Background: an optimization exercise with open tools, aiming at small area and a short achievable clock period. Do not read the settings as production practice. Where RTL was checked, it was by simulation tests only, not by an equivalence proof against the original. No activity file was given, so power comes from the tool's default toggle rates.

==> wip/indigo: inputs <==
==> flow/design.v <==
module DIV #(parameter W = 32) (a, b, quot, rem);
    input  [W-1:0] a, b;
    output [W-1:0] quot;
    output [W-1:0] rem;
    wire [W-1:0] r [0:W];    
    wire [W:0]   hz;         
    assign hz[W] = 1'b1;
    assign r[W] = {W{1'b0}};
    genvar i;
    generate
        for (i = W-1; i >= 0; i = i - 1) begin : row
            localparam integer w = W - i;
            assign hz[i] = hz[i+1] & ~b[i];
            wire [w-1:0] t;
            if (w == 1) begin : t1
                assign t = a[i];
            end else begin : tn
                assign t = {r[i+1][w-2:0], a[i]};
            end
            wire [w:0] diff = {1'b0, t} - {1'b0, b[w-1:0]};
            assign quot[i] = hz[w] & ~diff[w];
            wire [w-1:0] nr = quot[i] ? diff[w-1:0] : t;
            if (w == W) begin : full
                assign r[i] = nr;
            end else begin : part
                assign r[i] = {{(W-w){1'b0}}, nr};
            end
        end
    endgenerate
    assign rem = r[0];
endmodule
module COMP(a, b, eq);
    parameter DATAWIDTH = 32;
    input [DATAWIDTH - 1:0] a, b;
    output eq;
    assign eq = (a == b);
endmodule
`timescale 1ns / 1ps
module MUX2x1(a, b, sel, d);
    parameter DATAWIDTH = 64;
    input [DATAWIDTH - 1:0] a, b;
    input sel;
    output reg [DATAWIDTH - 1:0] d;
    always @(*) begin
        if(sel == 0)
            d <= a;
        else
            d <= b;
    end
endmodule
`timescale 1ns / 1ps
module REG(d, Clk, Rst, q);
    parameter DATAWIDTH = 8;
    input Clk, Rst;
    input [DATAWIDTH - 1:0] d;
    output reg [DATAWIDTH - 1:0] q;
    always @(posedge Clk) begin
        if(Rst)
            q <= 0;
        else
            q <= d;
    end
endmodule
module CIRCUIT7(a, b, c, d, zero, Clk, Rst, z);
    input Clk, Rst;
    input [31:0] a, b, c, d, zero;
    output [31:0] z;
    wire [31:0] e, f, g, fr, zwire;
    wire gEQz;
    DIV #(32) div1(a, b, e, g);      
    DIV #(32) div2(c, d, f, fr);     
    COMP #(32) comp1(g, zero, gEQz);
    MUX2x1 #(32) mux1(f, e, gEQz, zwire);
    REG #(32) reg1(zwire, Clk, Rst, z);
endmodule
==> flow/run.sh <==
#!/bin/bash
# synth_recipe.tcl (not shown) runs the flow's synth.tcl, then flattens the netlist and writes it again
# the make line also repeats each setting of config.mk as NAME=value (left out here)
make -C /OpenROAD-flow-scripts/flow DESIGN_CONFIG=/design/flow/config.mk WORK_HOME=/design/flow/orfs CLKGATE_MAP_FILE= SYNTH_SCRIPT=/design/flow/synth_recipe.tcl finish
==> flow/config.mk <==
export PLATFORM = sky130hd
export DESIGN_NAME = CIRCUIT7
export DESIGN_NICKNAME = CIRCUIT7
export VERILOG_FILES = /design/flow/design.v
export SDC_FILE = /design/flow/constraint.sdc
export NUM_CORES = 4
export LEC_CHECK = 0
export ABC_AREA = 1
export CAP_MARGIN = 20
export CORE_MARGIN = 2
export CORE_UTILIZATION = 50
export CTS_CLUSTER_DIAMETER = 25
export CTS_CLUSTER_SIZE = 4
export SLEW_MARGIN = 20
==> flow/constraint.sdc <==
create_clock -name core_clock -period 260.0 [get_ports {Clk}]
set_input_delay 52.0000 -clock core_clock [delete_from_list [all_inputs] [get_ports {Clk}]]
set_output_delay 52.0000 -clock core_clock [all_outputs]
set_load 0.01 [all_outputs]
==> wip/garnet: changes against wip/indigo <==
==> flow/design.v (replaced) <==
`timescale 1ns / 1ps
module DIV(a, b, quot);
    parameter DATAWIDTH = 2;
    input [DATAWIDTH - 1:0] a, b;
    output reg [DATAWIDTH - 1:0] quot;
    always @(*) begin
        quot <= (b == 0) ? {DATAWIDTH{1'b1}} : a / b;
    end
endmodule
`timescale 1ns / 1ps
module MOD(a, b, rem);
    parameter DATAWIDTH = 64;
    input [DATAWIDTH - 1:0] a, b;
    output reg [DATAWIDTH - 1:0] rem;
    always @(*) begin
        rem <= (b == 0) ? a : a % b;
    end
endmodule
`timescale 1ns / 1ps
module COMP(a, b, gt, lt, eq);
    parameter DATAWIDTH = 64;
    input [DATAWIDTH - 1:0] a, b;
    output reg gt, lt, eq;
    always @(*) begin
        gt <= 0; lt <= 0; eq <= 0;
        if($signed(a) > $signed(b))
            gt <= 1;
        else if($signed(a) < $signed(b))
            lt <= 1;
        else
            eq <= 1;
    end
endmodule
`timescale 1ns / 1ps
module MUX2x1(a, b, sel, d);
    parameter DATAWIDTH = 64;
    input [DATAWIDTH - 1:0] a, b;
    input sel;
    output reg [DATAWIDTH - 1:0] d;
    always @(*) begin
        if(sel == 0)
            d <= a;
        else
            d <= b;
    end
endmodule
`timescale 1ns / 1ps
module REG(d, Clk, Rst, q);
    parameter DATAWIDTH = 8;
    input Clk, Rst;
    input [DATAWIDTH - 1:0] d;
    output reg [DATAWIDTH - 1:0] q;
    always @(posedge Clk) begin
        if(Rst)
            q <= 0;
        else
            q <= d;
    end
endmodule
`timescale 1ns / 1ps
module CIRCUIT7(a, b, c, d, zero, Clk, Rst, z);
    input Clk, Rst;
    input [31:0] a, b, c, d, zero;
    output [31:0] z;
    wire [31:0] e, f, g, zwire;
    wire gEQz, gLTz, gGTz;  
    DIV #(32) div1(a, b, e);
    DIV #(32) div2(c, d, f);
    MOD #(32) mod1(a, b, g);
    COMP #(32) comp1(g, zero, gGTz, gLTz, gEQz);
    MUX2x1 #(32) mux1(f, e, gEQz, zwire);
    REG #(32) reg1(zwire, Clk, Rst, z);
endmodule
ABC_AREA = not set   (was 1)
==> wip/violet: changes against wip/indigo <==
CORE_UTILIZATION = 70   (was 50)
PLACE_DENSITY = 0.8   (was not set)
==> notes <==
- Against wip/indigo, the global-route usage of wip/garnet is higher by 15 points.
- Of wip/indigo and wip/garnet, wip/garnet has the higher combinational power (gap 19%, measured against wip/garnet).
- Clock-buffer cell count is the same in wip/indigo and wip/garnet.
- The lowest maximum frequency belongs to wip/garnet, the highest to wip/indigo.
- In sequential share of layout area, wip/violet and wip/indigo hardly differ.
- Against wip/garnet, the synthesized cell count of wip/violet is larger by 1.6%.
- First-iteration DRC count, lowest first: wip/indigo, wip/violet, wip/garnet.
- Cell area: wip/garnet > wip/indigo > wip/violet.
- In wip/indigo the via count is lower than in wip/violet, by about 2.7%.
- In sequential power, wip/indigo and wip/garnet hardly differ.
The RTL of wip/indigo and wip/violet was laid out without a check of its function.

========
==> v2 <==
Another version of the RTL of CIRCUIT7 (not shown whole).
// CIRCUIT7
module CIRCUIT7(a, b, c, d, zero, Clk, Rst, z);
    input Clk, Rst;
    input [31:0] a, b, c, d, zero;
    output [31:0] z;
    wire [31:0] e, f, g, fr, zwire;
    wire gEQz;
    DIV div1(a, b, e, g);      
    DIV div2(c, d, f, fr);     
    COMP #(32) comp1(g, zero, gEQz);
    MUX2x1 #(32) mux1(f, e, gEQz, zwire);
    REG #(32) reg1(zwire, Clk, Rst, z);
endmodule
Settings: LEC_CHECK=0, ABC_AREA=1, CAP_MARGIN=20, CORE_MARGIN=2, CORE_UTILIZATION=50, CTS_CLUSTER_DIAMETER=25, CTS_CLUSTER_SIZE=4, SLEW_MARGIN=20, SETUP_SLACK_MARGIN=110, SKIP_PIN_SWAP=1; clock period 260.0 ns.
standard.sh (not shown) runs the stock make flow with config.mk's settings and CLKGATE_MAP_FILE= SYNTH_SCRIPT=/design/flow/synth_recipe.tcl, a recipe that flattens the netlist after the stock synthesis.
==> flow/flow/run.sh <==
#!/bin/bash
# Standard layout (the standard.sh), with timing repair aiming for extra
# setup slack so that the resizer works on the critical paths although the
# clock is met. Pin swapping is left out of the repair moves.
set -e
cd "$(dirname "$0")/.."
cat >> config.mk <<'EOC'
export SETUP_SLACK_MARGIN = 110
export SKIP_PIN_SWAP = 1
EOC
bash standard.sh > standard.log 2>&1
==> v13 (differences from v2) <==
--- a/flow/design.v
+++ b/flow/design.v
@@ -1,127 +1,47 @@
 module DIV(a, b, quot, rem);
     input  [31:0] a, b;
     output [31:0] quot;
     output [31:0] rem;
     wire [31:0] nb = ~b;
     wire [32:0] hz;   
     assign hz[32] = 1'b1;
-    wire hzs30_31 = nb[30] & nb[31];
-    wire hzs28_29 = nb[28] & nb[29];
-    wire hzs29_31 = nb[29] & hzs30_31;
-    wire hzs28_31 = hzs28_29 & hzs30_31;
-    wire hzs26_27 = nb[26] & nb[27];
-    wire hzs24_25 = nb[24] & nb[25];
-    wire hzs25_27 = nb[25] & hzs26_27;
-    wire hzs24_27 = hzs24_25 & hzs26_27;
-    wire hzs27_31 = nb[27] & hzs28_31;
-    wire hzs26_31 = hzs26_27 & hzs28_31;
-    wire hzs25_31 = hzs25_27 & hzs28_31;
-    wire hzs24_31 = hzs24_27 & hzs28_31;
-    wire hzs22_23 = nb[22] & nb[23];
-    wire hzs20_21 = nb[20] & nb[21];
-    wire hzs21_23 = nb[21] & hzs22_23;
-    wire hzs20_23 = hzs20_21 & hzs22_23;
-    wire hzs18_19 = nb[18] & nb[19];
-    wire hzs16_17 = nb[16] & nb[17];
-    wire hzs17_19 = nb[17] & hzs18_19;
-    wire hzs16_19 = hzs16_17 & hzs18_19;
-    wire hzs19_23 = nb[19] & hzs20_23;
-    wire hzs18_23 = hzs18_19 & hzs20_23;
-    wire hzs17_23 = hzs17_19 & hzs20_23;
-    wire hzs16_23 = hzs16_19 & hzs20_23;
-    wire hzs23_31 = nb[23] & hzs24_31;
-    wire hzs22_31 = hzs22_23 & hzs24_31;
-    wire hzs21_31 = hzs21_23 & hzs24_31;
-    wire hzs20_31 = hzs20_23 & hzs24_31;
-    wire hzs19_31 = hzs19_23 & hzs24_31;
-    wire hzs18_31 = hzs18_23 & hzs24_31;
-    wire hzs17_31 = hzs17_23 & hzs24_31;
-    wire hzs16_31 = hzs16_23 & hzs24_31;
-    wire hzs14_15 = nb[14] & nb[15];
-    wire hzs12_13 = nb[12] & nb[13];
-    wire hzs13_15 = nb[13] & hzs14_15;
-    wire hzs12_15 = hzs12_13 & hzs14_15;
-    wire hzs10_11 = nb[10] & nb[11];
-    wire hzs8_9 = nb[8] & nb[9];
-    wire hzs9_11 = nb[9] & hzs10_11;
-    wire hzs8_11 = hzs8_9 & hzs10_11;
-    wire hzs11_15 = nb[11] & hzs12_15;
-    wire hzs10_15 = hzs10_11 & hzs12_15;
-    wire hzs9_15 = hzs9_11 & hzs12_15;
-    wire hzs8_15 = hzs8_11 & hzs12_15;
-    wire hzs6_7 = nb[6] & nb[7];
-    wire hzs4_5 = nb[4] & nb[5];
-    wire hzs5_7 = nb[5] & hzs6_7;
-    wire hzs4_7 = hzs4_5 & hzs6_7;
-    wire hzs2_3 = nb[2] & nb[3];
-    wire hzs0_1 = nb[0] & nb[1];
-    wire hzs1_3 = nb[1] & hzs2_3;
-    wire hzs0_3 = hzs0_1 & hzs2_3;
-    wire hzs3_7 = nb[3] & hzs4_7;
-    wire hzs2_7 = hzs2_3 & hzs4_7;
-    wire hzs1_7 = hzs1_3 & hzs4_7;
-    wire hzs0_7 = hzs0_3 & hzs4_7;
-    wire hzs7_15 = nb[7] & hzs8_15;
-    wire hzs6_15 = hzs6_7 & hzs8_15;
-    wire hzs5_15 = hzs5_7 & hzs8_15;
-    wire hzs4_15 = hzs4_7 & hzs8_15;
-    wire hzs3_15 = hzs3_7 & hzs8_15;
-    wire hzs2_15 = hzs2_7 & hzs8_15;
-    wire hzs1_15 = hzs1_7 & hzs8_15;
-    wire hzs0_15 = hzs0_7 & hzs8_15;
-    wire hzs15_31 = nb[15] & hzs16_31;
-    wire hzs14_31 = hzs14_15 & hzs16_31;
-    wire hzs13_31 = hzs13_15 & hzs16_31;
-    wire hzs12_31 = hzs12_15 & hzs16_31;
-    wire hzs11_31 = hzs11_15 & hzs16_31;
-    wire hzs10_31 = hzs10_15 & hzs16_31;
-    wire hzs9_31 = hzs9_15 & hzs16_31;
-    wire hzs8_31 = hzs8_15 & hzs16_31;
-    wire hzs7_31 = hzs7_15 & hzs16_31;
-    wire hzs6_31 = hzs6_15 & hzs16_31;
-    wire hzs5_31 = hzs5_15 & hzs16_31;
-    wire hzs4_31 = hzs4_15 & hzs16_31;
-    wire hzs3_31 = hzs3_15 & hzs16_31;
-    wire hzs2_31 = hzs2_15 & hzs16_31;
-    wire hzs1_31 = hzs1_15 & hzs16_31;
-    wire hzs0_31 = hzs0_15 & hzs16_31;
-    assign hz[31] = nb[31];
-    assign hz[30] = hzs30_31;
-    assign hz[29] = hzs29_31;
-    assign hz[28] = hzs28_31;
-    assign hz[27] = hzs27_31;
-    assign hz[26] = hzs26_31;
-    assign hz[25] = hzs25_31;
-    assign hz[24] = hzs24_31;
-    assign hz[23] = hzs23_31;
-    assign hz[22] = hzs22_31;
-    assign hz[21] = hzs21_31;
-    assign hz[20] = hzs20_31;
-    assign hz[19] = hzs19_31;
-    assign hz[18] = hzs18_31;
-    assign hz[17] = hzs17_31;
-    assign hz[16] = hzs16_31;
-    assign hz[15] = hzs15_31;
-    assign hz[14] = hzs14_31;
-    assign hz[13] = hzs13_31;
-    assign hz[12] = hzs12_31;
-    assign hz[11] = hzs11_31;
-    assign hz[10] = hzs10_31;
-    assign hz[9] = hzs9_31;
-    assign hz[8] = hzs8_31;
-    assign hz[7] = hzs7_31;
-    assign hz[6] = hzs6_31;
-    assign hz[5] = hzs5_31;
-    assign hz[4] = hzs4_31;
-    assign hz[3] = hzs3_31;
-    assign hz[2] = hzs2_31;
-    assign hz[1] = hzs1_31;
-    assign hz[0] = hzs0_31;
+    assign hz[31] = hz[32] & nb[31];
+    assign hz[30] = hz[31] & nb[30];
+    assign hz[29] = hz[30] & nb[29];
+    assign hz[28] = hz[29] & nb[28];
+    assign hz[27] = hz[28] & nb[27];
+    assign hz[26] = hz[27] & nb[26];
+    assign hz[25] = hz[26] & nb[25];
+    assign hz[24] = hz[25] & nb[24];
+    assign hz[23] = hz[24] & nb[23];
+    assign hz[22] = hz[23] & nb[22];
+    assign hz[21] = hz[22] & nb[21];
+    assign hz[20] = hz[21] & nb[20];
+    assign hz[19] = hz[20] & nb[19];
+    assign hz[18] = hz[19] & nb[18];
+    assign hz[17] = hz[18] & nb[17];
+    assign hz[16] = hz[17] & nb[16];
+    assign hz[15] = hz[16] & nb[15];
+    assign hz[14] = hz[15] & nb[14];
+    assign hz[13] = hz[14] & nb[13];
+    assign hz[12] = hz[13] & nb[12];
+    assign hz[11] = hz[12] & nb[11];
+    assign hz[10] = hz[11] & nb[10];
+    assign hz[9] = hz[10] & nb[9];
+    assign hz[8] = hz[9] & nb[8];
+    assign hz[7] = hz[8] & nb[7];
+    assign hz[6] = hz[7] & nb[6];
+    assign hz[5] = hz[6] & nb[5];
+    assign hz[4] = hz[5] & nb[4];
+    assign hz[3] = hz[4] & nb[3];
+    assign hz[2] = hz[3] & nb[2];
+    assign hz[1] = hz[2] & nb[1];
+    assign hz[0] = hz[1] & nb[0];
     wire g31_0 = a[31] | nb[0];
     wire p31_0 = ~(a[31] ^ nb[0]);
     assign quot[31] = hz[1] & g31_0;
     wire s31_0 = p31_0;
     wire r31_0 = quot[31] ? s31_0 : a[31];
     wire g30_0 = a[30] | nb[0];
     wire p30_0 = ~(a[30] ^ nb[0]);
     wire g30_1 = r31_0 & nb[1];
==> flow/flow/run.sh (replaced) <==
#!/bin/bash
# Standard layout (the standard.sh), with timing repair aiming for extra
# setup slack so that the resizer works on the critical paths although the
# clock is met. Pin swapping is left out of the repair moves.
set -e
cd "$(dirname "$0")/.."
cat >> config.mk <<'EOC'
export SETUP_SLACK_MARGIN = 118
export SKIP_PIN_SWAP = 1
EOC
bash standard.sh > standard.log 2>&1
SETUP_SLACK_MARGIN = 118   (was 110)
==> flow_summary_export.csv <==
group,metric,value,unit
sta,worst_pin_slew,0.9900,ns
sta,max-slew-margin-rel,0.3392,
power,leakage,32.80,nW
finish,seq_area_frac,0.01095,
status,status,"complete, no violations",
finish,non_clock_inverter_count_in_the_final_layout,1079,
finish,layout.non_clock_buffers,291,
# the run above: v2

==> flow_summary_export.csv <==
group,metric,value,unit
finish,layout.non_clock_buffers,529,
sta,worst_pin_slew,1.054,ns
power,leakage,32.08,nW
status,status,"complete, no violations",
# the run above: v13

No functional check of the RTL was part of v2.

## what the ideal ports hide
In the flow no input, the clock included, has a driving cell. The finished layouts below were timed again as built, in two steps. Step 1: set_driving_cell puts a clkbuf_16 on Clk and a buf_2 on each other input, an assumption about the parent block. Step 2 also shifts input and output timing later by t, the mid clock arrival at the registers, as if the neighbouring blocks saw the same clock. Three values: ideal, step 1, step 2; two values: the first two.
run | shift t [ns] | setup WS [ns] | worst setup path at the end | clock arrival spread, ns | worst register clock-pin slew, ns
wip/indigo | 0.353 | 114.083 / 114.109 / 113.756 | input to register | 0.013 / 0.012 | 0.07 / 0.07
wip/garnet | 0.386 | 111.410 / 111.447 / 111.061 | input to register | 0.012 / 0.012 | 0.08 / 0.08
wip/violet | 0.372 | 111.938 / 111.953 / 111.581 | input to register | 0.017 / 0.018 | 0.08 / 0.08
v2 | 0.356 | 118.910 / 118.941 / 118.585 | input to register | 0.006 / 0.006 | 0.06 / 0.06
v13 | 0.356 | 122.410 / 122.439 / 122.083 | input to register | 0.007 / 0.008 | 0.07 / 0.07
After both steps every run listed still meets setup and hold. For wip/violet, which loses most, drivers alone change the setup slack by +0.015 ns; drivers and shift together by -0.357 ns.
